Source: an optimization exercise on an open RTL-to-GDS flow (aim: small area and a short achievable clock period). Production flows keep margins and buffers that such runs may drop.
In this exercise RTL edits were held to simulation tests only and were not proved equivalent to the original.

$ cat design/flow/design.v
`timescale 1 ns / 1 ps
module AXIS_linear_regression_v1_0 #
	(
		parameter M = 8,
		parameter N = 3,
		parameter integer C_S00_AXIS_TDATA_WIDTH	= 32,
		parameter integer C_M00_AXIS_TDATA_WIDTH	= 32,
		parameter integer C_M00_AXIS_START_COUNT	= 32
	)
	(
		input wire  aclk,
		input wire  aresetn,
		output wire  s00_axis_tready,
		input wire [C_S00_AXIS_TDATA_WIDTH-1 : 0] s00_axis_tdata,
		input wire  s00_axis_tlast,
		input wire  s00_axis_tvalid,
		output wire  m00_axis_tvalid,
		output wire [C_M00_AXIS_TDATA_WIDTH-1 : 0] m00_axis_tdata,
		output wire  m00_axis_tlast,
		input wire  m00_axis_tready
	);
    reg        tready_r;
    reg  [2:0] vdly, ldly;
    reg        tvalid_r, tlast_r;
    reg  [31:0] tdata_r;
    reg  [1:0] col;         
    reg  [3:0] row;         
    reg        pending;     
    reg  [1:0] w;           
    assign s00_axis_tready = tready_r;
    assign m00_axis_tvalid = tvalid_r;
    assign m00_axis_tlast  = tlast_r;
    assign m00_axis_tdata  = tdata_r;
    wire take = s00_axis_tvalid & tready_r & ~pending;
    wire xrow = ~row[3];
    wire nz = row != 4'd0;              
    wire [15:0] bus16 = s00_axis_tdata[15:0];
    wire [15:0] enc;
    wire [7:0] encn;
    genvar g;
    generate for (g = 0; g < 8; g = g + 1) begin : be
        wire am1 = (g == 0) ? 1'b0 : bus16[2*g-1];
        wire a0 = bus16[2*g], a1 = bus16[2*g+1];
        assign enc[2*g]   = a0 ^ am1;
        assign enc[2*g+1] = (a1 & ~a0 & ~am1) | (~a1 & a0 & am1);
        assign encn[g]    = a1;
    end endgenerate
    reg [15:0] E0, E1, E2;
    reg [7:0] N0, N1, N2;
    wire ld0 = ~xrow | (col == 2'd0);
    wire ld1 = ~xrow | (col == 2'd1);
    wire ld2 = ~xrow | (col == 2'd2);
    wire flip = take & xrow & (col == 2'd3);
    reg [31:0] R0a, R0b, R0c;           
    reg [31:0] R1a, R1b;                
    reg [31:0] A22;
    reg [31:0] B0, B1, B2;              
    wire [31:0] busx = (col == 2'd3) ? s00_axis_tdata : {{16{s00_axis_tdata[15]}}, bus16};
    reg [31:0] Q0, Q1, Q2;
    reg sx0, sx1, sx2, sx3;             
    reg st;                             
    reg cR0, cB0, cR1, cB1, cR2, cB2;
    always @(posedge aclk) begin
        if (ld0) E0 <= enc;
        if (ld1) E1 <= enc;
        if (ld2) E2 <= enc;
        if (ld0 | flip) N0 <= ld0 ? encn : ~N0;
        if (ld1 | flip) N1 <= ld1 ? encn : ~N1;
        if (ld2 | flip) N2 <= ld2 ? encn : ~N2;
        Q0 <= xrow ? busx : (col == 2'd0) ? R0a : (col == 2'd1) ? R0b : R0c;
        Q1 <= xrow ? busx : (col == 2'd0) ? R0b : (col == 2'd1) ? R1a : R1b;
        Q2 <= xrow ? busx : (col == 2'd0) ? R0c : (col == 2'd1) ? R1b : A22;
        if (!aresetn) begin
            tready_r <= 1'b0;
            vdly <= 3'b0; ldly <= 3'b0;
            tvalid_r <= 1'b0; tlast_r <= 1'b0;
            col <= 2'd0; row <= 4'd0;
            pending <= 1'b0; w <= 2'd0;
            {sx0, sx1, sx2, sx3, st} <= 5'b0;
            {cR0, cB0, cR1, cB1, cR2, cB2} <= 6'b0;
        end else begin
            tready_r <= m00_axis_tready;
            vdly <= {vdly[1:0], s00_axis_tvalid};
            ldly <= {ldly[1:0], s00_axis_tlast};
            tvalid_r <= vdly[2];
            tlast_r <= ldly[2];
            sx0 <= take & xrow & (col == 2'd0);
            sx1 <= take & xrow & (col == 2'd1);
            sx2 <= take & xrow & (col == 2'd2);
            sx3 <= take & xrow & (col == 2'd3);
            st  <= take & ~xrow & (col != 2'd3);
            cR0 <= take & xrow & nz & (col != 2'd3);
            cB0 <= take & (xrow ? nz & (col == 2'd3) : (col != 2'd3));
            cR1 <= take & xrow & nz & (col == 2'd1 || col == 2'd2);
            cB1 <= take & (xrow ? nz & (col == 2'd3) : 1'b1);
            cR2 <= take & xrow & nz & (col == 2'd2);
            cB2 <= take & (xrow ? nz & col[0] : 1'b1);
            if (take) begin
                col <= col + 2'd1;
                if (col == 2'd3) row <= row + 4'd1;
                if (~xrow && col == 2'd3) pending <= 1'b1;
            end
            if (pending & m00_axis_tready) begin
                w <= (w == 2'd2) ? 2'd0 : w + 2'd1;
                if (w == 2'd2) begin
                    pending <= 1'b0;
                    row <= 4'd0;
                    col <= 2'd0;
                end
            end
        end
    end
    wire tload = pending & m00_axis_tready;
    wire [31:0] gw = (w == 2'd0) ? B0 : (w == 2'd1) ? B1 : B2;
    always @(posedge aclk)
        tdata_r <= ({32{tload & aresetn}} & gw) | ({32{~tload & aresetn}} & tdata_r);
    wire [31:0] c0 = ({32{cR0}} & R0a) | ({32{cB0}} & B0);
    wire [31:0] r0;
    mac u0 (E0, N0, Q0, c0, r0);
    wire [31:0] c1 = ({32{cR1}} & R1a) | ({32{cB1}} & B1);
    wire [31:0] r1;
    mac u1 (E1, N1, Q1, c1, r1);
    wire [31:0] c2 = ({32{cR2}} & A22) | ({32{cB2}} & B2);
    wire [31:0] r2;
    mac u2 (E2, N2, Q2, c2, r2);
    wire wa0 = sx0 | sx1 | sx2;
    wire wa1 = sx1 | sx2;
    always @(posedge aclk) begin
        if (wa0) begin
            R0a <= R0b;
            R0b <= R0c;
            R0c <= r0;
        end
        if (wa1) begin
            R1a <= R1b;
            R1b <= r1;
        end
        if (sx2) A22 <= r2;
        if (sx3 | st) begin B0 <= r0; B1 <= r1; B2 <= r2; end
    end
endmodule
module mac(input [15:0] e, input [7:0] n, input [31:0] b, input [31:0] c, output [31:0] r);
wire one0 = e[0];
wire two0 = e[1];
wire neg0 = n[0];
wire one1 = e[2];
wire two1 = e[3];
wire neg1 = n[1];
wire one2 = e[4];
wire two2 = e[5];
wire neg2 = n[2];
wire one3 = e[6];
wire two3 = e[7];
wire neg3 = n[3];
wire one4 = e[8];
wire two4 = e[9];
wire neg4 = n[4];
wire one5 = e[10];
wire two5 = e[11];
wire neg5 = n[5];
wire one6 = e[12];
wire two6 = e[13];
wire neg6 = n[6];
wire one7 = e[14];
wire two7 = e[15];
wire neg7 = n[7];
wire p0_0, p0_1; bpp2 u_p0_0(one0, two0, neg0, 1'b0, b[0], b[1], p0_0, p0_1);
wire p0_2, p0_3; bpp2 u_p0_2(one0, two0, neg0, b[1], b[2], b[3], p0_2, p0_3);
wire p0_4, p0_5; bpp2 u_p0_4(one0, two0, neg0, b[3], b[4], b[5], p0_4, p0_5);
wire p0_6, p0_7; bpp2 u_p0_6(one0, two0, neg0, b[5], b[6], b[7], p0_6, p0_7);
wire p0_8, p0_9; bpp2 u_p0_8(one0, two0, neg0, b[7], b[8], b[9], p0_8, p0_9);
wire p0_10, p0_11; bpp2 u_p0_10(one0, two0, neg0, b[9], b[10], b[11], p0_10, p0_11);
wire p0_12, p0_13; bpp2 u_p0_12(one0, two0, neg0, b[11], b[12], b[13], p0_12, p0_13);
wire p0_14, p0_15; bpp2 u_p0_14(one0, two0, neg0, b[13], b[14], b[15], p0_14, p0_15);
wire p0_16, p0_17; bpp2 u_p0_16(one0, two0, neg0, b[15], b[16], b[17], p0_16, p0_17);
wire p0_18, p0_19; bpp2 u_p0_18(one0, two0, neg0, b[17], b[18], b[19], p0_18, p0_19);
wire p0_20, p0_21; bpp2 u_p0_20(one0, two0, neg0, b[19], b[20], b[21], p0_20, p0_21);
wire p0_22, p0_23; bpp2 u_p0_22(one0, two0, neg0, b[21], b[22], b[23], p0_22, p0_23);
wire p0_24, p0_25; bpp2 u_p0_24(one0, two0, neg0, b[23], b[24], b[25], p0_24, p0_25);
wire p0_26, p0_27; bpp2 u_p0_26(one0, two0, neg0, b[25], b[26], b[27], p0_26, p0_27);
wire p0_28, p0_29; bpp2 u_p0_28(one0, two0, neg0, b[27], b[28], b[29], p0_28, p0_29);
wire p0_30, p0_31; bpp2 u_p0_30(one0, two0, neg0, b[29], b[30], b[31], p0_30, p0_31);
wire p1_0, p1_1; bpp2 u_p1_0(one1, two1, neg1, 1'b0, b[0], b[1], p1_0, p1_1);
wire p1_2, p1_3; bpp2 u_p1_2(one1, two1, neg1, b[1], b[2], b[3], p1_2, p1_3);
wire p1_4, p1_5; bpp2 u_p1_4(one1, two1, neg1, b[3], b[4], b[5], p1_4, p1_5);
wire p1_6, p1_7; bpp2 u_p1_6(one1, two1, neg1, b[5], b[6], b[7], p1_6, p1_7);
wire p1_8, p1_9; bpp2 u_p1_8(one1, two1, neg1, b[7], b[8], b[9], p1_8, p1_9);
wire p1_10, p1_11; bpp2 u_p1_10(one1, two1, neg1, b[9], b[10], b[11], p1_10, p1_11);
wire p1_12, p1_13; bpp2 u_p1_12(one1, two1, neg1, b[11], b[12], b[13], p1_12, p1_13);
wire p1_14, p1_15; bpp2 u_p1_14(one1, two1, neg1, b[13], b[14], b[15], p1_14, p1_15);
wire p1_16, p1_17; bpp2 u_p1_16(one1, two1, neg1, b[15], b[16], b[17], p1_16, p1_17);
wire p1_18, p1_19; bpp2 u_p1_18(one1, two1, neg1, b[17], b[18], b[19], p1_18, p1_19);
wire p1_20, p1_21; bpp2 u_p1_20(one1, two1, neg1, b[19], b[20], b[21], p1_20, p1_21);
wire p1_22, p1_23; bpp2 u_p1_22(one1, two1, neg1, b[21], b[22], b[23], p1_22, p1_23);
wire p1_24, p1_25; bpp2 u_p1_24(one1, two1, neg1, b[23], b[24], b[25], p1_24, p1_25);
wire p1_26, p1_27; bpp2 u_p1_26(one1, two1, neg1, b[25], b[26], b[27], p1_26, p1_27);
wire p1_28, p1_29; bpp2 u_p1_28(one1, two1, neg1, b[27], b[28], b[29], p1_28, p1_29);
wire p2_0, p2_1; bpp2 u_p2_0(one2, two2, neg2, 1'b0, b[0], b[1], p2_0, p2_1);
wire p2_2, p2_3; bpp2 u_p2_2(one2, two2, neg2, b[1], b[2], b[3], p2_2, p2_3);
wire p2_4, p2_5; bpp2 u_p2_4(one2, two2, neg2, b[3], b[4], b[5], p2_4, p2_5);
wire p2_6, p2_7; bpp2 u_p2_6(one2, two2, neg2, b[5], b[6], b[7], p2_6, p2_7);
wire p2_8, p2_9; bpp2 u_p2_8(one2, two2, neg2, b[7], b[8], b[9], p2_8, p2_9);
wire p2_10, p2_11; bpp2 u_p2_10(one2, two2, neg2, b[9], b[10], b[11], p2_10, p2_11);
wire p2_12, p2_13; bpp2 u_p2_12(one2, two2, neg2, b[11], b[12], b[13], p2_12, p2_13);
wire p2_14, p2_15; bpp2 u_p2_14(one2, two2, neg2, b[13], b[14], b[15], p2_14, p2_15);
wire p2_16, p2_17; bpp2 u_p2_16(one2, two2, neg2, b[15], b[16], b[17], p2_16, p2_17);
wire p2_18, p2_19; bpp2 u_p2_18(one2, two2, neg2, b[17], b[18], b[19], p2_18, p2_19);
wire p2_20, p2_21; bpp2 u_p2_20(one2, two2, neg2, b[19], b[20], b[21], p2_20, p2_21);
wire p2_22, p2_23; bpp2 u_p2_22(one2, two2, neg2, b[21], b[22], b[23], p2_22, p2_23);
wire p2_24, p2_25; bpp2 u_p2_24(one2, two2, neg2, b[23], b[24], b[25], p2_24, p2_25);
wire p2_26, p2_27; bpp2 u_p2_26(one2, two2, neg2, b[25], b[26], b[27], p2_26, p2_27);
wire p3_0, p3_1; bpp2 u_p3_0(one3, two3, neg3, 1'b0, b[0], b[1], p3_0, p3_1);
wire p3_2, p3_3; bpp2 u_p3_2(one3, two3, neg3, b[1], b[2], b[3], p3_2, p3_3);
wire p3_4, p3_5; bpp2 u_p3_4(one3, two3, neg3, b[3], b[4], b[5], p3_4, p3_5);
wire p3_6, p3_7; bpp2 u_p3_6(one3, two3, neg3, b[5], b[6], b[7], p3_6, p3_7);
wire p3_8, p3_9; bpp2 u_p3_8(one3, two3, neg3, b[7], b[8], b[9], p3_8, p3_9);
wire p3_10, p3_11; bpp2 u_p3_10(one3, two3, neg3, b[9], b[10], b[11], p3_10, p3_11);
wire p3_12, p3_13; bpp2 u_p3_12(one3, two3, neg3, b[11], b[12], b[13], p3_12, p3_13);
wire p3_14, p3_15; bpp2 u_p3_14(one3, two3, neg3, b[13], b[14], b[15], p3_14, p3_15);
wire p3_16, p3_17; bpp2 u_p3_16(one3, two3, neg3, b[15], b[16], b[17], p3_16, p3_17);
wire p3_18, p3_19; bpp2 u_p3_18(one3, two3, neg3, b[17], b[18], b[19], p3_18, p3_19);
wire p3_20, p3_21; bpp2 u_p3_20(one3, two3, neg3, b[19], b[20], b[21], p3_20, p3_21);
wire p3_22, p3_23; bpp2 u_p3_22(one3, two3, neg3, b[21], b[22], b[23], p3_22, p3_23);
wire p3_24, p3_25; bpp2 u_p3_24(one3, two3, neg3, b[23], b[24], b[25], p3_24, p3_25);
wire p4_0, p4_1; bpp2 u_p4_0(one4, two4, neg4, 1'b0, b[0], b[1], p4_0, p4_1);
wire p4_2, p4_3; bpp2 u_p4_2(one4, two4, neg4, b[1], b[2], b[3], p4_2, p4_3);
wire p4_4, p4_5; bpp2 u_p4_4(one4, two4, neg4, b[3], b[4], b[5], p4_4, p4_5);
wire p4_6, p4_7; bpp2 u_p4_6(one4, two4, neg4, b[5], b[6], b[7], p4_6, p4_7);
wire p4_8, p4_9; bpp2 u_p4_8(one4, two4, neg4, b[7], b[8], b[9], p4_8, p4_9);
wire p4_10, p4_11; bpp2 u_p4_10(one4, two4, neg4, b[9], b[10], b[11], p4_10, p4_11);
wire p4_12, p4_13; bpp2 u_p4_12(one4, two4, neg4, b[11], b[12], b[13], p4_12, p4_13);
wire p4_14, p4_15; bpp2 u_p4_14(one4, two4, neg4, b[13], b[14], b[15], p4_14, p4_15);
wire p4_16, p4_17; bpp2 u_p4_16(one4, two4, neg4, b[15], b[16], b[17], p4_16, p4_17);
wire p4_18, p4_19; bpp2 u_p4_18(one4, two4, neg4, b[17], b[18], b[19], p4_18, p4_19);
wire p4_20, p4_21; bpp2 u_p4_20(one4, two4, neg4, b[19], b[20], b[21], p4_20, p4_21);
wire p4_22, p4_23; bpp2 u_p4_22(one4, two4, neg4, b[21], b[22], b[23], p4_22, p4_23);
wire p5_0, p5_1; bpp2 u_p5_0(one5, two5, neg5, 1'b0, b[0], b[1], p5_0, p5_1);
wire p5_2, p5_3; bpp2 u_p5_2(one5, two5, neg5, b[1], b[2], b[3], p5_2, p5_3);
wire p5_4, p5_5; bpp2 u_p5_4(one5, two5, neg5, b[3], b[4], b[5], p5_4, p5_5);
wire p5_6, p5_7; bpp2 u_p5_6(one5, two5, neg5, b[5], b[6], b[7], p5_6, p5_7);
wire p5_8, p5_9; bpp2 u_p5_8(one5, two5, neg5, b[7], b[8], b[9], p5_8, p5_9);
wire p5_10, p5_11; bpp2 u_p5_10(one5, two5, neg5, b[9], b[10], b[11], p5_10, p5_11);
wire p5_12, p5_13; bpp2 u_p5_12(one5, two5, neg5, b[11], b[12], b[13], p5_12, p5_13);
wire p5_14, p5_15; bpp2 u_p5_14(one5, two5, neg5, b[13], b[14], b[15], p5_14, p5_15);
wire p5_16, p5_17; bpp2 u_p5_16(one5, two5, neg5, b[15], b[16], b[17], p5_16, p5_17);
wire p5_18, p5_19; bpp2 u_p5_18(one5, two5, neg5, b[17], b[18], b[19], p5_18, p5_19);
wire p5_20, p5_21; bpp2 u_p5_20(one5, two5, neg5, b[19], b[20], b[21], p5_20, p5_21);
wire p6_0, p6_1; bpp2 u_p6_0(one6, two6, neg6, 1'b0, b[0], b[1], p6_0, p6_1);
wire p6_2, p6_3; bpp2 u_p6_2(one6, two6, neg6, b[1], b[2], b[3], p6_2, p6_3);
wire p6_4, p6_5; bpp2 u_p6_4(one6, two6, neg6, b[3], b[4], b[5], p6_4, p6_5);
wire p6_6, p6_7; bpp2 u_p6_6(one6, two6, neg6, b[5], b[6], b[7], p6_6, p6_7);
wire p6_8, p6_9; bpp2 u_p6_8(one6, two6, neg6, b[7], b[8], b[9], p6_8, p6_9);
wire p6_10, p6_11; bpp2 u_p6_10(one6, two6, neg6, b[9], b[10], b[11], p6_10, p6_11);
wire p6_12, p6_13; bpp2 u_p6_12(one6, two6, neg6, b[11], b[12], b[13], p6_12, p6_13);
wire p6_14, p6_15; bpp2 u_p6_14(one6, two6, neg6, b[13], b[14], b[15], p6_14, p6_15);
wire p6_16, p6_17; bpp2 u_p6_16(one6, two6, neg6, b[15], b[16], b[17], p6_16, p6_17);
wire p6_18, p6_19; bpp2 u_p6_18(one6, two6, neg6, b[17], b[18], b[19], p6_18, p6_19);
wire p7_0, p7_1; bpp2 u_p7_0(one7, two7, neg7, 1'b0, b[0], b[1], p7_0, p7_1);
wire p7_2, p7_3; bpp2 u_p7_2(one7, two7, neg7, b[1], b[2], b[3], p7_2, p7_3);
wire p7_4, p7_5; bpp2 u_p7_4(one7, two7, neg7, b[3], b[4], b[5], p7_4, p7_5);
wire p7_6, p7_7; bpp2 u_p7_6(one7, two7, neg7, b[5], b[6], b[7], p7_6, p7_7);
wire p7_8, p7_9; bpp2 u_p7_8(one7, two7, neg7, b[7], b[8], b[9], p7_8, p7_9);
wire p7_10, p7_11; bpp2 u_p7_10(one7, two7, neg7, b[9], b[10], b[11], p7_10, p7_11);
wire p7_12, p7_13; bpp2 u_p7_12(one7, two7, neg7, b[11], b[12], b[13], p7_12, p7_13);
wire p7_14, p7_15; bpp2 u_p7_14(one7, two7, neg7, b[13], b[14], b[15], p7_14, p7_15);
wire p7_16, p7_17; bpp2 u_p7_16(one7, two7, neg7, b[15], b[16], b[17], p7_16, p7_17);
wire n1;
wire n2;
ha un2 (p0_14, p1_12, n1, n2);
wire n3;
wire n4;
ha un4 (p0_15, p1_13, n3, n4);
wire n5;
wire n6;
ha un6 (p0_16, p1_14, n5, n6);
wire n7;
wire n8;
ha un8 (p0_17, p1_15, n7, n8);
wire n9;
wire n10;
ha un10 (p0_18, p1_16, n9, n10);
wire n11;
wire n12;
ha un12 (p0_19, p1_17, n11, n12);
wire n13;
wire n14;
ha un14 (p0_20, p1_18, n13, n14);
wire n15;
wire n16;
ha un16 (p0_21, p1_19, n15, n16);
wire n17;
wire n18;
ha un18 (p0_22, p1_20, n17, n18);
wire n19;
wire n20;
ha un20 (p0_23, p1_21, n19, n20);
wire n21;
wire n22;
ha un22 (p0_24, p1_22, n21, n22);
wire n23;
wire n24;
ha un24 (p0_25, p1_23, n23, n24);
wire n25;
wire n26;
ha un26 (p0_26, p1_24, n25, n26);
wire n27;
wire n28;
ha un28 (p0_27, p1_25, n27, n28);
wire n29;
wire n30;
ha un30 (p0_28, p1_26, n29, n30);
wire n31;
wire n32;
ha un32 (p0_29, p1_27, n31, n32);
wire n33;
wire n34;
ha un34 (p0_30, p1_28, n33, n34);
wire n35;
wire n36;
ha un36 (p0_31, p1_29, n35, n36);
wire n37;
wire n38;
ha un38 (p0_8, p1_6, n37, n38);
wire n39;
wire n40;
ha un40 (p0_9, p1_7, n39, n40);
wire n41;
wire n42;
fa un42 (p0_10, p1_8, p2_6, n41, n42);
wire n43;
wire n44;
ha un44 (p3_4, p4_2, n43, n44);
wire n45;
wire n46;
fa un46 (p0_11, p1_9, p2_7, n45, n46);
wire n47;
wire n48;
ha un48 (p3_5, p4_3, n47, n48);
wire n49;
wire n50;
fa un50 (p0_12, p1_10, p2_8, n49, n50);
wire n51;
wire n52;
fa un52 (p3_6, p4_4, p5_2, n51, n52);
wire n53;
wire n54;
ha un54 (p6_0, neg6, n53, n54);
wire n55;
wire n56;
fa un56 (p0_13, p1_11, p2_9, n55, n56);
wire n57;
wire n58;
fa un58 (p3_7, p4_5, p5_3, n57, n58);
wire n59;
wire n60;
ha un60 (p6_1, c[13], n59, n60);
wire n61;
wire n62;
fa un62 (n1, p2_10, p3_8, n61, n62);
wire n63;
wire n64;
fa un64 (p4_6, p5_4, p6_2, n63, n64);
wire n65;
wire n66;
fa un66 (p7_0, neg7, c[14], n65, n66);
wire n67;
wire n68;
fa un68 (n2, n3, p2_11, n67, n68);
wire n69;
wire n70;
fa un70 (p3_9, p4_7, p5_5, n69, n70);
wire n71;
wire n72;
fa un72 (p6_3, p7_1, c[15], n71, n72);
wire n73;
wire n74;
fa un74 (n4, n5, p2_12, n73, n74);
wire n75;
wire n76;
fa un76 (p3_10, p4_8, p5_6, n75, n76);
wire n77;
wire n78;
fa un78 (p6_4, p7_2, c[16], n77, n78);
wire n79;
wire n80;
fa un80 (n6, n7, p2_13, n79, n80);
wire n81;
wire n82;
fa un82 (p3_11, p4_9, p5_7, n81, n82);
wire n83;
wire n84;
fa un84 (p6_5, p7_3, c[17], n83, n84);
wire n85;
wire n86;
fa un86 (n8, n9, p2_14, n85, n86);
wire n87;
wire n88;
fa un88 (p3_12, p4_10, p5_8, n87, n88);
wire n89;
wire n90;
fa un90 (p6_6, p7_4, c[18], n89, n90);
wire n91;
wire n92;
fa un92 (n10, n11, p2_15, n91, n92);
wire n93;
wire n94;
fa un94 (p3_13, p4_11, p5_9, n93, n94);
wire n95;
wire n96;
fa un96 (p6_7, p7_5, c[19], n95, n96);
wire n97;
wire n98;
fa un98 (n12, n13, p2_16, n97, n98);
wire n99;
wire n100;
fa un100 (p3_14, p4_12, p5_10, n99, n100);
wire n101;
wire n102;
fa un102 (p6_8, p7_6, c[20], n101, n102);
wire n103;
wire n104;
fa un104 (n14, n15, p2_17, n103, n104);
wire n105;
wire n106;
fa un106 (p3_15, p4_13, p5_11, n105, n106);
wire n107;
wire n108;
fa un108 (p6_9, p7_7, c[21], n107, n108);
wire n109;
wire n110;
fa un110 (n16, n17, p2_18, n109, n110);
wire n111;
wire n112;
fa un112 (p3_16, p4_14, p5_12, n111, n112);
wire n113;
wire n114;
fa un114 (p6_10, p7_8, c[22], n113, n114);
wire n115;
wire n116;
fa un116 (n18, n19, p2_19, n115, n116);
wire n117;
wire n118;
fa un118 (p3_17, p4_15, p5_13, n117, n118);
wire n119;
wire n120;
fa un120 (p6_11, p7_9, c[23], n119, n120);
wire n121;
wire n122;
fa un122 (n20, n21, p2_20, n121, n122);
wire n123;
wire n124;
fa un124 (p3_18, p4_16, p5_14, n123, n124);
wire n125;
wire n126;
fa un126 (p6_12, p7_10, c[24], n125, n126);
wire n127;
wire n128;
fa un128 (n22, n23, p2_21, n127, n128);
wire n129;
wire n130;
fa un130 (p3_19, p4_17, p5_15, n129, n130);
wire n131;
wire n132;
fa un132 (p6_13, p7_11, c[25], n131, n132);
wire n133;
wire n134;
fa un134 (n24, n25, p2_22, n133, n134);
wire n135;
wire n136;
fa un136 (p3_20, p4_18, p5_16, n135, n136);
wire n137;
wire n138;
fa un138 (p6_14, p7_12, c[26], n137, n138);
wire n139;
wire n140;
fa un140 (n26, n27, p2_23, n139, n140);
wire n141;
wire n142;
fa un142 (p3_21, p4_19, p5_17, n141, n142);
wire n143;
wire n144;
fa un144 (p6_15, p7_13, c[27], n143, n144);
wire n145;
wire n146;
fa un146 (n28, n29, p2_24, n145, n146);
wire n147;
wire n148;
fa un148 (p3_22, p4_20, p5_18, n147, n148);
wire n149;
wire n150;
fa un150 (p6_16, p7_14, c[28], n149, n150);
wire n151;
wire n152;
fa un152 (n30, n31, p2_25, n151, n152);
wire n153;
wire n154;
fa un154 (p3_23, p4_21, p5_19, n153, n154);
wire n155;
wire n156;
fa un156 (p6_17, p7_15, c[29], n155, n156);
wire n157;
wire n158;
fa un158 (n32, n33, p2_26, n157, n158);
wire n159;
wire n160;
fa un160 (p3_24, p4_22, p5_20, n159, n160);
wire n161;
wire n162;
fa un162 (p6_18, p7_16, c[30], n161, n162);
wire n163;
wire n164;
fa un164 (n34, n35, p2_27, n163, n164);
wire n165;
wire n166;
fa un166 (p3_25, p4_23, p5_21, n165, n166);
wire n167;
wire n168;
fa un168 (p6_19, p7_17, c[31], n167, n168);
wire n169;
wire n170;
ha un170 (p0_4, p1_2, n169, n170);
wire n171;
wire n172;
ha un172 (p0_5, p1_3, n171, n172);
wire n173;
wire n174;
fa un174 (p0_6, p1_4, p2_2, n173, n174);
wire n175;
wire n176;
ha un176 (p3_0, neg3, n175, n176);
wire n177;
wire n178;
fa un178 (p0_7, p1_5, p2_3, n177, n178);
wire n179;
wire n180;
ha un180 (p3_1, c[7], n179, n180);
wire n181;
wire n182;
fa un182 (n37, p2_4, p3_2, n181, n182);
wire n183;
wire n184;
fa un184 (p4_0, neg4, c[8], n183, n184);
wire n185;
wire n186;
fa un186 (n38, n39, p2_5, n185, n186);
wire n187;
wire n188;
fa un188 (p3_3, p4_1, c[9], n187, n188);
wire n189;
wire n190;
fa un190 (n40, n41, n43, n189, n190);
wire n191;
wire n192;
fa un192 (p5_0, neg5, c[10], n191, n192);
wire n193;
wire n194;
fa un194 (n42, n44, n45, n193, n194);
wire n195;
wire n196;
fa un196 (n47, p5_1, c[11], n195, n196);
wire n197;
wire n198;
fa un198 (n46, n48, n49, n197, n198);
wire n199;
wire n200;
fa un200 (n51, n53, c[12], n199, n200);
wire n201;
wire n202;
fa un202 (n50, n52, n54, n201, n202);
wire n203;
wire n204;
fa un204 (n55, n57, n59, n203, n204);
wire n205;
wire n206;
fa un206 (n56, n58, n60, n205, n206);
wire n207;
wire n208;
fa un208 (n61, n63, n65, n207, n208);
wire n209;
wire n210;
fa un210 (n62, n64, n66, n209, n210);
wire n211;
wire n212;
fa un212 (n67, n69, n71, n211, n212);
wire n213;
wire n214;
fa un214 (n68, n70, n72, n213, n214);
wire n215;
wire n216;
fa un216 (n73, n75, n77, n215, n216);
wire n217;
wire n218;
fa un218 (n74, n76, n78, n217, n218);
wire n219;
wire n220;
fa un220 (n79, n81, n83, n219, n220);
wire n221;
wire n222;
fa un222 (n80, n82, n84, n221, n222);
wire n223;
wire n224;
fa un224 (n85, n87, n89, n223, n224);
wire n225;
wire n226;
fa un226 (n86, n88, n90, n225, n226);
wire n227;
wire n228;
fa un228 (n91, n93, n95, n227, n228);
wire n229;
wire n230;
fa un230 (n92, n94, n96, n229, n230);
wire n231;
wire n232;
fa un232 (n97, n99, n101, n231, n232);
wire n233;
wire n234;
fa un234 (n98, n100, n102, n233, n234);
wire n235;
wire n236;
fa un236 (n103, n105, n107, n235, n236);
wire n237;
wire n238;
fa un238 (n104, n106, n108, n237, n238);
wire n239;
wire n240;
fa un240 (n109, n111, n113, n239, n240);
wire n241;
wire n242;
fa un242 (n110, n112, n114, n241, n242);
wire n243;
wire n244;
fa un244 (n115, n117, n119, n243, n244);
wire n245;
wire n246;
fa un246 (n116, n118, n120, n245, n246);
wire n247;
wire n248;
fa un248 (n121, n123, n125, n247, n248);
wire n249;
wire n250;
fa un250 (n122, n124, n126, n249, n250);
wire n251;
wire n252;
fa un252 (n127, n129, n131, n251, n252);
wire n253;
wire n254;
fa un254 (n128, n130, n132, n253, n254);
wire n255;
wire n256;
fa un256 (n133, n135, n137, n255, n256);
wire n257;
wire n258;
fa un258 (n134, n136, n138, n257, n258);
wire n259;
wire n260;
fa un260 (n139, n141, n143, n259, n260);
wire n261;
wire n262;
fa un262 (n140, n142, n144, n261, n262);
wire n263;
wire n264;
fa un264 (n145, n147, n149, n263, n264);
wire n265;
wire n266;
fa un266 (n146, n148, n150, n265, n266);
wire n267;
wire n268;
fa un268 (n151, n153, n155, n267, n268);
wire n269;
wire n270;
fa un270 (n152, n154, n156, n269, n270);
wire n271;
wire n272;
fa un272 (n157, n159, n161, n271, n272);
wire n273;
wire n274;
fa un274 (n158, n160, n162, n273, n274);
wire n275;
wire n276;
fa un276 (n163, n165, n167, n275, n276);
wire n277;
wire n278;
ha un278 (p0_2, p1_0, n277, n278);
wire n279;
wire n280;
ha un280 (p0_3, p1_1, n279, n280);
wire n281;
wire n282;
fa un282 (n169, p2_0, neg2, n281, n282);
wire n283;
wire n284;
fa un284 (n170, n171, p2_1, n283, n284);
wire n285;
wire n286;
fa un286 (n172, n173, n175, n285, n286);
wire n287;
wire n288;
fa un288 (n174, n176, n177, n287, n288);
wire n289;
wire n290;
fa un290 (n178, n180, n181, n289, n290);
wire n291;
wire n292;
fa un292 (n182, n184, n185, n291, n292);
wire n293;
wire n294;
fa un294 (n186, n188, n189, n293, n294);
wire n295;
wire n296;
fa un296 (n190, n192, n193, n295, n296);
wire n297;
wire n298;
fa un298 (n194, n196, n197, n297, n298);
wire n299;
wire n300;
fa un300 (n198, n200, n201, n299, n300);
wire n301;
wire n302;
fa un302 (n202, n204, n205, n301, n302);
wire n303;
wire n304;
fa un304 (n206, n208, n209, n303, n304);
wire n305;
wire n306;
fa un306 (n210, n212, n213, n305, n306);
wire n307;
wire n308;
fa un308 (n214, n216, n217, n307, n308);
wire n309;
wire n310;
fa un310 (n218, n220, n221, n309, n310);
wire n311;
wire n312;
fa un312 (n222, n224, n225, n311, n312);
wire n313;
wire n314;
fa un314 (n226, n228, n229, n313, n314);
wire n315;
wire n316;
fa un316 (n230, n232, n233, n315, n316);
wire n317;
wire n318;
fa un318 (n234, n236, n237, n317, n318);
wire n319;
wire n320;
fa un320 (n238, n240, n241, n319, n320);
wire n321;
wire n322;
fa un322 (n242, n244, n245, n321, n322);
wire n323;
wire n324;
fa un324 (n246, n248, n249, n323, n324);
wire n325;
wire n326;
fa un326 (n250, n252, n253, n325, n326);
wire n327;
wire n328;
fa un328 (n254, n256, n257, n327, n328);
wire n329;
wire n330;
fa un330 (n258, n260, n261, n329, n330);
wire n331;
wire n332;
fa un332 (n262, n264, n265, n331, n332);
wire n333;
wire n334;
fa un334 (n266, n268, n269, n333, n334);
wire n335;
wire n336;
fa un336 (n270, n272, n273, n335, n336);
wire n337;
wire n338;
ha un338 (p0_0, neg0, n337, n338);
wire n339;
wire n340;
ha un340 (p0_1, c[1], n339, n340);
wire n341;
wire n342;
fa un342 (n277, neg1, c[2], n341, n342);
wire n343;
wire n344;
fa un344 (n278, n279, c[3], n343, n344);
wire n345;
wire n346;
fa un346 (n280, n281, c[4], n345, n346);
wire n347;
wire n348;
fa un348 (n282, n283, c[5], n347, n348);
wire n349;
wire n350;
fa un350 (n284, n285, c[6], n349, n350);
wire n351;
wire n352;
fa un352 (n286, n287, n179, n351, n352);
wire n353;
wire n354;
fa un354 (n288, n289, n183, n353, n354);
wire n355;
wire n356;
fa un356 (n290, n291, n187, n355, n356);
wire n357;
wire n358;
fa un358 (n292, n293, n191, n357, n358);
wire n359;
wire n360;
fa un360 (n294, n295, n195, n359, n360);
wire n361;
wire n362;
fa un362 (n296, n297, n199, n361, n362);
wire n363;
wire n364;
fa un364 (n298, n299, n203, n363, n364);
wire n365;
wire n366;
fa un366 (n300, n301, n207, n365, n366);
wire n367;
wire n368;
fa un368 (n302, n303, n211, n367, n368);
wire n369;
wire n370;
fa un370 (n304, n305, n215, n369, n370);
wire n371;
wire n372;
fa un372 (n306, n307, n219, n371, n372);
wire n373;
wire n374;
fa un374 (n308, n309, n223, n373, n374);
wire n375;
wire n376;
fa un376 (n310, n311, n227, n375, n376);
wire n377;
wire n378;
fa un378 (n312, n313, n231, n377, n378);
wire n379;
wire n380;
fa un380 (n314, n315, n235, n379, n380);
wire n381;
wire n382;
fa un382 (n316, n317, n239, n381, n382);
wire n383;
wire n384;
fa un384 (n318, n319, n243, n383, n384);
wire n385;
wire n386;
fa un386 (n320, n321, n247, n385, n386);
wire n387;
wire n388;
fa un388 (n322, n323, n251, n387, n388);
wire n389;
wire n390;
fa un390 (n324, n325, n255, n389, n390);
wire n391;
wire n392;
fa un392 (n326, n327, n259, n391, n392);
wire n393;
wire n394;
fa un394 (n328, n329, n263, n393, n394);
wire n395;
wire n396;
fa un396 (n330, n331, n267, n395, n396);
wire n397;
wire n398;
fa un398 (n332, n333, n271, n397, n398);
wire n399;
wire n400;
fa un400 (n334, n335, n275, n399, n400);
wire [31:0] s0 = {n398, n396, n394, n392, n390, n388, n386, n384, n382, n380, n378, n376, n374, n372, n370, n368, n366, n364, n362, n360, n358, n356, n354, n352, n350, n348, n346, n344, n342, n340, n338, n337};
wire [31:0] s1 = {n399, n397, n395, n393, n391, n389, n387, n385, n383, n381, n379, n377, n375, n373, n371, n369, n367, n365, n363, n361, n359, n357, n355, n353, n351, n349, n347, n345, n343, n341, n339, c[0]};
add32 u_cpa(s0, s1, r);
endmodule
module fa(input a, input b, input c, output s, output co);
assign s = a ^ b ^ c;
assign co = (a & b) | (a & c) | (b & c);
endmodule
module ha(input a, input b, output s, output co);
assign s = a ^ b;
assign co = a & b;
endmodule
module bpp2(input one, input two, input neg, input bm1, input b0, input b1, output p0, output p1);
assign p0 = ((one & b0) | (two & bm1)) ^ neg;
assign p1 = ((one & b1) | (two & b0)) ^ neg;
endmodule
module add32(input [31:0] a, input [31:0] b, output [31:0] s);
wire q1;
wire q2;
pgc u_pg0(a[0], b[0], q1, q2);
wire q3;
wire q4;
pgc u_pg1(a[1], b[1], q3, q4);
wire q5;
wire q6;
pgc u_pg2(a[2], b[2], q5, q6);
wire q7;
wire q8;
pgc u_pg3(a[3], b[3], q7, q8);
wire q9;
wire q10;
pgc u_pg4(a[4], b[4], q9, q10);
wire q11;
wire q12;
pgc u_pg5(a[5], b[5], q11, q12);
wire q13;
wire q14;
pgc u_pg6(a[6], b[6], q13, q14);
wire q15;
wire q16;
pgc u_pg7(a[7], b[7], q15, q16);
wire q17;
wire q18;
pgc u_pg8(a[8], b[8], q17, q18);
wire q19;
wire q20;
pgc u_pg9(a[9], b[9], q19, q20);
wire q21;
wire q22;
pgc u_pg10(a[10], b[10], q21, q22);
wire q23;
wire q24;
pgc u_pg11(a[11], b[11], q23, q24);
wire q25;
wire q26;
pgc u_pg12(a[12], b[12], q25, q26);
wire q27;
wire q28;
pgc u_pg13(a[13], b[13], q27, q28);
wire q29;
wire q30;
pgc u_pg14(a[14], b[14], q29, q30);
wire q31;
wire q32;
pgc u_pg15(a[15], b[15], q31, q32);
wire q33;
wire q34;
pgc u_pg16(a[16], b[16], q33, q34);
wire q35;
wire q36;
pgc u_pg17(a[17], b[17], q35, q36);
wire q37;
wire q38;
pgc u_pg18(a[18], b[18], q37, q38);
wire q39;
wire q40;
pgc u_pg19(a[19], b[19], q39, q40);
wire q41;
wire q42;
pgc u_pg20(a[20], b[20], q41, q42);
wire q43;
wire q44;
pgc u_pg21(a[21], b[21], q43, q44);
wire q45;
wire q46;
pgc u_pg22(a[22], b[22], q45, q46);
wire q47;
wire q48;
pgc u_pg23(a[23], b[23], q47, q48);
wire q49;
wire q50;
pgc u_pg24(a[24], b[24], q49, q50);
wire q51;
wire q52;
pgc u_pg25(a[25], b[25], q51, q52);
wire q53;
wire q54;
pgc u_pg26(a[26], b[26], q53, q54);
wire q55;
wire q56;
pgc u_pg27(a[27], b[27], q55, q56);
wire q57;
wire q58;
pgc u_pg28(a[28], b[28], q57, q58);
wire q59;
wire q60;
pgc u_pg29(a[29], b[29], q59, q60);
wire q61;
wire q62;
pgc u_pg30(a[30], b[30], q61, q62);
wire q63;
wire q64;
pgc u_pg31(a[31], b[31], q63, q64);
wire q65;
gray u_g65(q3, q4, q1, q65);
wire q66;
wire q67;
dot u_d67(q7, q8, q5, q6, q66, q67);
wire q68;
wire q69;
dot u_d69(q11, q12, q9, q10, q68, q69);
wire q70;
wire q71;
dot u_d71(q15, q16, q13, q14, q70, q71);
wire q72;
wire q73;
dot u_d73(q19, q20, q17, q18, q72, q73);
wire q74;
wire q75;
dot u_d75(q23, q24, q21, q22, q74, q75);
wire q76;
wire q77;
dot u_d77(q27, q28, q25, q26, q76, q77);
wire q78;
wire q79;
dot u_d79(q31, q32, q29, q30, q78, q79);
wire q80;
wire q81;
dot u_d81(q35, q36, q33, q34, q80, q81);
wire q82;
wire q83;
dot u_d83(q39, q40, q37, q38, q82, q83);
wire q84;
wire q85;
dot u_d85(q43, q44, q41, q42, q84, q85);
wire q86;
wire q87;
dot u_d87(q47, q48, q45, q46, q86, q87);
wire q88;
wire q89;
dot u_d89(q51, q52, q49, q50, q88, q89);
wire q90;
wire q91;
dot u_d91(q55, q56, q53, q54, q90, q91);
wire q92;
wire q93;
dot u_d93(q59, q60, q57, q58, q92, q93);
wire q94;
wire q95;
dot u_d95(q63, q64, q61, q62, q94, q95);
wire q96;
gray u_g96(q66, q67, q65, q96);
wire q97;
wire q98;
dot u_d98(q68, q69, q66, q67, q97, q98);
wire q99;
wire q100;
dot u_d100(q70, q71, q68, q69, q99, q100);
wire q101;
wire q102;
dot u_d102(q72, q73, q70, q71, q101, q102);
wire q103;
wire q104;
dot u_d104(q74, q75, q72, q73, q103, q104);
wire q105;
wire q106;
dot u_d106(q76, q77, q74, q75, q105, q106);
wire q107;
wire q108;
dot u_d108(q78, q79, q76, q77, q107, q108);
wire q109;
wire q110;
dot u_d110(q80, q81, q78, q79, q109, q110);
wire q111;
wire q112;
dot u_d112(q82, q83, q80, q81, q111, q112);
wire q113;
wire q114;
dot u_d114(q84, q85, q82, q83, q113, q114);
wire q115;
wire q116;
dot u_d116(q86, q87, q84, q85, q115, q116);
wire q117;
wire q118;
dot u_d118(q88, q89, q86, q87, q117, q118);
wire q119;
wire q120;
dot u_d120(q90, q91, q88, q89, q119, q120);
wire q121;
wire q122;
dot u_d122(q92, q93, q90, q91, q121, q122);
wire q123;
wire q124;
dot u_d124(q94, q95, q92, q93, q123, q124);
wire q125;
gray u_g125(q97, q98, q65, q125);
wire q126;
gray u_g126(q99, q100, q96, q126);
wire q127;
wire q128;
dot u_d128(q101, q102, q97, q98, q127, q128);
wire q129;
wire q130;
dot u_d130(q103, q104, q99, q100, q129, q130);
wire q131;
wire q132;
dot u_d132(q105, q106, q101, q102, q131, q132);
wire q133;
wire q134;
dot u_d134(q107, q108, q103, q104, q133, q134);
wire q135;
wire q136;
dot u_d136(q109, q110, q105, q106, q135, q136);
wire q137;
wire q138;
dot u_d138(q111, q112, q107, q108, q137, q138);
wire q139;
wire q140;
dot u_d140(q113, q114, q109, q110, q139, q140);
wire q141;
wire q142;
dot u_d142(q115, q116, q111, q112, q141, q142);
wire q143;
wire q144;
dot u_d144(q117, q118, q113, q114, q143, q144);
wire q145;
wire q146;
dot u_d146(q119, q120, q115, q116, q145, q146);
wire q147;
wire q148;
dot u_d148(q121, q122, q117, q118, q147, q148);
wire q149;
wire q150;
dot u_d150(q123, q124, q119, q120, q149, q150);
wire q151;
gray u_g151(q127, q128, q65, q151);
wire q152;
gray u_g152(q129, q130, q96, q152);
wire q153;
gray u_g153(q131, q132, q125, q153);
wire q154;
gray u_g154(q133, q134, q126, q154);
wire q155;
wire q156;
dot u_d156(q135, q136, q127, q128, q155, q156);
wire q157;
wire q158;
dot u_d158(q137, q138, q129, q130, q157, q158);
wire q159;
wire q160;
dot u_d160(q139, q140, q131, q132, q159, q160);
wire q161;
wire q162;
dot u_d162(q141, q142, q133, q134, q161, q162);
wire q163;
wire q164;
dot u_d164(q143, q144, q135, q136, q163, q164);
wire q165;
wire q166;
dot u_d166(q145, q146, q137, q138, q165, q166);
wire q167;
wire q168;
dot u_d168(q147, q148, q139, q140, q167, q168);
wire q169;
wire q170;
dot u_d170(q149, q150, q141, q142, q169, q170);
wire q171;
gray u_g171(q155, q156, q65, q171);
wire q172;
gray u_g172(q157, q158, q96, q172);
wire q173;
gray u_g173(q159, q160, q125, q173);
wire q174;
gray u_g174(q161, q162, q126, q174);
wire q175;
gray u_g175(q163, q164, q151, q175);
wire q176;
gray u_g176(q165, q166, q152, q176);
wire q177;
gray u_g177(q167, q168, q153, q177);
wire q178;
gray u_g178(q169, q170, q154, q178);
wire q179;
gray u_g179(q5, q6, q65, q179);
wire q180;
gray u_g180(q9, q10, q96, q180);
wire q181;
gray u_g181(q13, q14, q125, q181);
wire q182;
gray u_g182(q17, q18, q126, q182);
wire q183;
gray u_g183(q21, q22, q151, q183);
wire q184;
gray u_g184(q25, q26, q152, q184);
wire q185;
gray u_g185(q29, q30, q153, q185);
wire q186;
gray u_g186(q33, q34, q154, q186);
wire q187;
gray u_g187(q37, q38, q171, q187);
wire q188;
gray u_g188(q41, q42, q172, q188);
wire q189;
gray u_g189(q45, q46, q173, q189);
wire q190;
gray u_g190(q49, q50, q174, q190);
wire q191;
gray u_g191(q53, q54, q175, q191);
wire q192;
gray u_g192(q57, q58, q176, q192);
wire q193;
gray u_g193(q61, q62, q177, q193);
assign s[0] = q2;
xr u_x1(q4, q1, s[1]);
xr u_x2(q6, q65, s[2]);
xr u_x3(q8, q179, s[3]);
xr u_x4(q10, q96, s[4]);
xr u_x5(q12, q180, s[5]);
xr u_x6(q14, q125, s[6]);
xr u_x7(q16, q181, s[7]);
xr u_x8(q18, q126, s[8]);
xr u_x9(q20, q182, s[9]);
xr u_x10(q22, q151, s[10]);
xr u_x11(q24, q183, s[11]);
xr u_x12(q26, q152, s[12]);
xr u_x13(q28, q184, s[13]);
xr u_x14(q30, q153, s[14]);
xr u_x15(q32, q185, s[15]);
xr u_x16(q34, q154, s[16]);
xr u_x17(q36, q186, s[17]);
xr u_x18(q38, q171, s[18]);
xr u_x19(q40, q187, s[19]);
xr u_x20(q42, q172, s[20]);
xr u_x21(q44, q188, s[21]);
xr u_x22(q46, q173, s[22]);
xr u_x23(q48, q189, s[23]);
xr u_x24(q50, q174, s[24]);
xr u_x25(q52, q190, s[25]);
xr u_x26(q54, q175, s[26]);
xr u_x27(q56, q191, s[27]);
xr u_x28(q58, q176, s[28]);
xr u_x29(q60, q192, s[29]);
xr u_x30(q62, q177, s[30]);
xr u_x31(q64, q193, s[31]);
endmodule
module pgc(input a, input b, output g, output p);
assign g = a & b;
assign p = a ^ b;
endmodule
module dot(input g1, input p1, input g0, input p0, output g, output p);
assign g = g1 | (p1 & g0);
assign p = p1 & p0;
endmodule
module gray(input g1, input p1, input g0, output g);
assign g = g1 | (p1 & g0);
endmodule
module xr(input a, input b, output y);
assign y = a ^ b;
endmodule
$ cat design/flow/flow/run.sh
#!/bin/bash
# The standard layout, with the port buffers made from buf_4 instead of the default cell,
# and the resizer's timing repair aiming at 16.5 ns of setup slack
set -euo pipefail
bash standard.sh finish 'BUFFER_PORTS_ARGS=-buffer_cell sky130_fd_sc_hd__buf_4' SETUP_SLACK_MARGIN=16.5 > standard.log 2>&1
$ cat design/flow/standard.sh
#!/bin/bash
# synth_recipe.tcl (not shown) runs the flow's synth.tcl, then flattens the netlist and writes it again
# the make line also repeats each setting of config.mk as NAME=value (left out here)
make -C /OpenROAD-flow-scripts/flow DESIGN_CONFIG=/design/flow/config.mk WORK_HOME=/design/flow/orfs CLKGATE_MAP_FILE= SYNTH_SCRIPT=/design/flow/synth_recipe.tcl "${@:-finish}"
$ cat design/flow/config.mk
export PLATFORM = sky130hd
export DESIGN_NAME = AXIS_linear_regression_v1_0
export DESIGN_NICKNAME = AXIS_linear_regression_v1_0
export VERILOG_FILES = /design/flow/design.v
export SDC_FILE = /design/flow/constraint.sdc
export NUM_CORES = 8
export LEC_CHECK = 0
export CAP_MARGIN = 20
export CORE_MARGIN = 2
export CORE_UTILIZATION = 40
export SLEW_MARGIN = 20
export SYNTH_HIERARCHICAL = 1
export SYNTH_MINIMUM_KEEP_SIZE = 0
$ cat design/flow/constraint.sdc
create_clock -name core_clock -period 22.0 [get_ports {aclk}]
set_input_delay 4.4000 -clock core_clock [delete_from_list [all_inputs] [get_ports {aclk}]]
set_output_delay 4.4000 -clock core_clock [all_outputs]
set_load 0.01 [all_outputs]
==> flow_summary.yaml, run 1 <==
floorplan:
  io_pins: 72
  rows: 123
  core-area_um2: 112000
  die_w_um: 341
  initial_utilization_pct: 40.3
  fp.dieArea_um2: 116000
  die_h_um: 341
sta:
  clock_skew_ns: 0.0403
  slew_headroom_pct: 21.9
  drv_slew: 0
  fin_crit_ns: 5.56
  clock.fmax_mhz: 180
  worstMarginPinSlew_ns: 1.16
  fin_crit_sh_pct: 25.3
  setup_slack_ns: 16.44
  fin_setup_tns_ns: 0
  setup_viol: 0
  hold_viol: 0
  rsz0062_at_grt: "yes"
global_routing:
  grt_max_degree: 110
  first_global_vias: 34237
  grt_pass1_wl_um: 241000
  globalRouteTotalUtil_pct: 28.0
  overflow: 0
  antenna_found_initial: 7
logic_synthesis:
  yosysMostFrequentCell: "xnor2_1"
  syn_inst: 3771
  synth_edf_count: 360
  ys.flop_type: "edfxtp_1"
  synth_area_per_cell_um2: 12.0
  yosysSeqAreaShare_pct: 30.7
  synth-async-reset-ratio_pct: 0
  netlist_area_um2: 45400
  synth_common_cells: "602 x xnor2_1, 600 x a22oi_1, 504 x fa_1"
  synth_area_leaders: "edfxtp_1 24%, fa_1 22%, xnor2_1 12%"
  yosysUniqueCellTypes: 50
  synth_seq_cells: 517
  synth.top_cell.area_share_pct: 23.8
  yosys_warnings: 7
  synth_largest_area_cell: "edfxtp_1"
critical_path:
  worst-path-buf-inv: 1
  cp.required_ns: 17.60
  crit_path_max_fanout: 2
  crit_family: "flip-flops"
  max_stage_delay_ns: 0.39
  slowest_stage: "dfxtp_4"
  crit_path_start_kind: "flip-flop"
  path_class: "flip-flop to output pin"
  crit_chain: "buf_6"
  crit_arrival_ns: 1.16
  cp-end-kind: "output pin"
route:
  routed_wl_um: 165000
  num_vias: 34208
  firstDrtPassIters: 6
  wire_per_inst_um: 30.1
  dr.first_iter.drc_count: 4109
  drcViolationCount: 0
  vias_per_cell: 6.26
  postRouteAntennaNets: 0
finish:
  syn2layout_area_growth_pct: 11.3
  nNetsFinal: 4657
  multi_input_area_um2: 31100
  nFillCells: 10414
  drive_above_1_share_pct: 9.29
  regArea_um2: 14100
  design_area_um2: 50500
clock_network:
  clk_pin_slew_ns: 0.06
  cts_max_level: 2
  cts_made_buffers: 54
  tritoncts: "built"
  clock_latency_ns: 0.64
  root_buffer: "clkbuf_16"
  cts_max_path_buffers: 3
  cts-hold-fix-buffers: 0
  cts.sinks: 517
place:
  io_buffers: 71
  dp_hpwl_um: 122000
  post_dp_cell_area_um2: 48100
  place.gp.congestion: 0.970
  pre_cts_slack_ns: 16.00
min_path:
  hold_class: "flip-flop to flip-flop"
job:
  drv_cap: 0
status:
  status: "timing/DRC/antenna clean"
repair_timing:
action,in CTS,in global routing
gates cloned,0,0
buffers inserted,6,6
resized for setup,104,61
setup endpoints to repair,97,112
final timing paths:
check	from	end	slack [ns]	depth (start not counted)
max	tdata_r[5]	m00_axis_tdata[5]	16.44	1
min	ldly[0]	ldly[1]	0.43	1
max reg2reg	E0[1]	R0c[18]	16.58	15
min reg2reg	ldly[0]	ldly[1]	0.43	1
registers in the layout (all words and copies together) (netlist names), 4 cells and up:
| signal | cells |
|---|---|
| A22 | 32 |
| B0 | 32 |
| B1 | 32 |
| B2 | 32 |
| E0 | 16 |
| E1 | 16 |
| E2 | 16 |
| N0 | 8 |
| N1 | 8 |
| N2 | 8 |
| Q0 | 32 |
| Q1 | 32 |
| Q2 | 32 |
| R0a | 32 |
| R0b | 32 |
| R0c | 32 |
| R1a | 32 |
| R1b | 32 |
| row | 4 |
| tdata_r | 32 |
layout by cell type, fill, tap and decap left out, drive strengths merged, types with 49 or more instances in the layout:
cell / netlist / final
xnor2: 602 / 602
a22oi: 600 / 600
fa: 504 / 504
edfxtp: 360 / 360
a21o: 273 / 273
o21ai: 209 / 209
ha: 198 / 198
buf: 55 / 182
dfxtp: 157 / 157
and2: 148 / 148
nand2: 106 / 106
xor2: 100 / 100
a22o: 96 / 96
clkbuf: 57 / 76
mux2i: 51 / 51
nor2b: 49 / 49
modules after synthesis, one instance, submodules excluded, excerpt:
module | flops+latches | copies in the design | area [um2]
add32 | 0 | 3 | 7.51
ha | 0 | 96 | 12.5
bpp2 | 0 | 300 | 32.5
mac | 0 | 3 | 3.75
dot | 0 | 135 | 13.8
gray | 0 | 90 | 7.51
AXIS_linear_regression_v1_0 | 517 | 1 | 19700
kinds of logic after synthesis:
kind of cell / Yosys count / synth area share (%)
other: 3 / 0.0248
DFF: 517 / 30.7
and+or+nand+nor: 364 / 4.41
buffers and inverters: 119 / 1.30
xor gates and xnor gates: 702 / 13.5
adders and majority gates: 702 / 27.7
AOI/OAI and AO/OA: 1313 / 21.1
muxes: 51 / 1.12
layer usage:
layer  wire, um  track usage (%)  vias to the layer above
met2      72100             41.7                     1880
met3      16600             5.56                      306
li1           -                -                    14320
met1      67800             39.5                    17700
met5         10                0                        -
met4       8230             12.7                        2
area by class of cell:
type	count	share of cell area (%)
Antenna cell	2	0.00991
Clock buffer	76	3.00
Clock inverter	25	0.530
Inverter	7	0.0520
Multi-Input combinational cell	3156	61.5
Sequential cell	517	27.9
Tap cell	1500	3.72
Timing Repair Buffer	182	3.24
per-stage QoR:
step	cells	hold slack [ns]	util (%)
after floorplan	3792	0.412	-
after global placement	5349	0.414	42.7
after detailed placement	5350	0.419	42.7
after CTS	5457	0.438	44.6
after global routing	5463	0.443	44.9
final	5465	0.433	44.9
==> inputs of run 2 (changes only) <==
--- a/design/flow/config.mk
+++ b/design/flow/config.mk
@@ -9,4 +9,6 @@
 export CORE_MARGIN = 2
 export CORE_UTILIZATION = 40
+export CTS_CLUSTER_DIAMETER = 50
+export CTS_CLUSTER_SIZE = 24
 export SLEW_MARGIN = 20
 export SYNTH_HIERARCHICAL = 1
==> flow_summary.yaml, run 2 <==
logic_synthesis:
  yosysMostFrequentCell: "xnor2_1"
  synth_largest_area_cell: "edfxtp_1"
  synth-async-reset-ratio_pct: 0
  yosysUniqueCellTypes: 50
  ys.flop_type: "edfxtp_1"
  synth.top_cell.area_share_pct: 23.8
  synth_seq_cells: 517
  netlist_area_um2: 45400
  synth_area_per_cell_um2: 12.0
  yosys_warnings: 7
  syn_inst: 3771
  synth_area_leaders: "edfxtp_1 24%, fa_1 22%, xnor2_1 12%"
  synth_edf_count: 360
  synth_common_cells: "602 x xnor2_1, 600 x a22oi_1, 504 x fa_1"
  yosysSeqAreaShare_pct: 30.7
route:
  firstDrtPassIters: 6
  drcViolationCount: 0
  routed_wl_um: 164000
  vias_per_cell: 6.26
  wire_per_inst_um: 30.0
  postRouteAntennaNets: 0
  num_vias: 34116
  dr.first_iter.drc_count: 4141
sta:
  fin_crit_ns: 5.56
  rsz0062_at_grt: "yes"
  setup_viol: 0
  clock_skew_ns: 0.0478
  drv_slew: 0
  slew_headroom_pct: 22.5
  clock.fmax_mhz: 180
  worstMarginPinSlew_ns: 1.15
  fin_setup_tns_ns: 0
  fin_crit_sh_pct: 25.3
  hold_viol: 0
  setup_slack_ns: 16.44
critical_path:
  crit_end: "m00_axis_tdata[31]"
  slowest_stage: "dfxtp_4"
  path_class: "flip-flop to output pin"
  r2r_cells: 16
  crit_path_max_fanout: 2
  crit_arrival_ns: 1.16
  crit_path_start: "tdata_r[31]"
  worst-path-buf-inv: 1
  crit_chain: "buf_6"
  crit_family: "flip-flops"
  cp-end-kind: "output pin"
  cp_num_cells: 1
  cp.required_ns: 17.60
  r2r_end: "B0[21]"
  crit_path_start_kind: "flip-flop"
  r2r_setup_slack_ns: 16.57
  worstReg2RegStart: "E0[1]"
  max_stage_delay_ns: 0.41
floorplan:
  core-area_um2: 112000
  rows: 123
  initial_utilization_pct: 40.3
  die_w_um: 341
  fp.dieArea_um2: 116000
  die_h_um: 341
  io_pins: 72
finish:
  design_area_um2: 50300
  syn2layout_area_growth_pct: 10.8
  regArea_um2: 14100
  nNetsFinal: 4650
  mostFrequentLayoutCell: "xnor2_1"
  layout_common_cells: "602 x xnor2_1, 600 x a22oi_1, 504 x fa_1"
  drive_above_1_share_pct: 8.91
  multi_input_area_um2: 31000
  nFillCells: 10412
  final_cells: 5452
place:
  dp_hpwl_um: 122000
  pre_cts_slack_ns: 16.00
  post_dp_cell_area_um2: 48100
  dp.cells: 5350
  io_buffers: 71
  place.gp.congestion: 0.970
global_routing:
  use_met3_pct: 5.38
  antenna_found_initial: 5
  first_global_vias: 34088
  grt_use_met1_pct: 39.3
  grt_max_degree: 110
  overflow: 0
  grt_pass1_wl_um: 240000
  met2_usage_pct: 42.2
  globalRouteTotalUtil_pct: 27.9
  grt.busiest_layer: "met2"
clock_network:
  root_buffer: "clkbuf_16"
  clock_latency_ns: 0.64
  cts_made_buffers: 48
  cts_max_level: 2
  tritoncts: "built"
  cts_max_path_buffers: 3
  clk_pin_slew_ns: 0.08
  cts.sinks: 517
status:
  status: "timing/DRC/antenna clean"
job:
  drv_cap: 0
min_path:
  hold_class: "flip-flop to flip-flop"
run 2: per-stage QoR:
| stage | hold WS [ns] | utilization [%] |
|---|---|---|
| floorplan | 0.412 | - |
| global placement | 0.414 | 42.7 |
| detailed placement | 0.419 | 42.7 |
| CTS | 0.441 | 44.5 |
| global route | 0.446 | 44.7 |
| finish | 0.436 | 44.7 |
run 2: worst min-delay path by stage:
stage | start | endpoint | slack [ns] | cells after the start
after global routing | vdly[1] | vdly[2] | 0.45 | 1
final | ldly[0] | ldly[1] | 0.44 | 1
after global placement | ldly[0] | ldly[1] | 0.41 | 1
after floorplan | ldly[0] | ldly[1] | 0.41 | 1
after detailed placement | vdly[2] | tvalid_r | 0.42 | 1
after CTS | vdly[1] | vdly[2] | 0.44 | 1
run 2: logic make-up (layout without fill, tap and decap cells):
group,Yosys count,count (layout),synth area share (%)
AOI/OAI and AO/OA,1313,1313,21.1
xor gates and xnor gates,702,702,13.5
adders and majority gates,702,702,27.7
buffers and inverters,119,277,1.30
DFF,517,517,30.7
muxes,51,51,1.12
other,3,26,0.0248
and+or+nand+nor,364,364,4.41
run 2: cell type report:
cell class	instances	area share [%]
multi-input cells	3156	61.7
clock buffers	52	2.42
inverters	7	0.0523
repair buffers	181	3.17
well taps	1500	3.73
clock inverters	37	0.854
flip-flops and latches	517	28.0
diodes	2	0.00995
run 2: what timing repair did:
item,in CTS,in global routing
resized for setup,110,36
hold buffers,0,0
pin swaps,0,2
endpoints found under the setup margin,97,103
setup buffers,6,5
run 2: metal layers:
metal / routed length, um / vias to the layer above
li1: - / 14305
met1: 67600 / 17616
met2: 72100 / 1889
met3: 16100 / 304
met4: 7790 / 2
met5: 9 / -
run 2: per-module statistics from Yosys (local to each module, per instance), excerpt:
module	area (um2)	cells inside	flops+latches
AXIS_linear_regression_v1_0	19700	1416	517
bpp2	32.5	4	0
fa	20.0	1	0
dot	13.8	2	0
ha	12.5	1	0
add32	7.51	1	0
gray	7.51	1	0

## re-timing with driven ports
The results above use ideal ports. As a check the final layouts listed here were re-extracted and re-timed, cells and wires unchanged. Step 1: set_driving_cell puts a clkbuf_16 on aclk and a buf_2 on each other input, an assumption about the parent block. Step 2 times the ports against the registers' clock, not the clock port: input delays grow and output delays shrink by t, the midpoint of the rising clock arrivals with the driver on. a / b / c = ideal / step 1 / step 2; a / b = the first two.
run | t (ns) | setup slack, ns | hold slack, ns
run 1 | 0.696 | 16.445 / 16.373 / 15.982 | 0.433 / 0.433 / 0.433
run 2 | 0.682 | 16.443 / 16.373 / 16.035 | 0.436 / 0.436 / 0.436
After both steps every run listed still meets setup and hold. For run 1, which loses most, drivers alone change the setup slack by -0.072 ns; drivers and shift together by -0.463 ns.
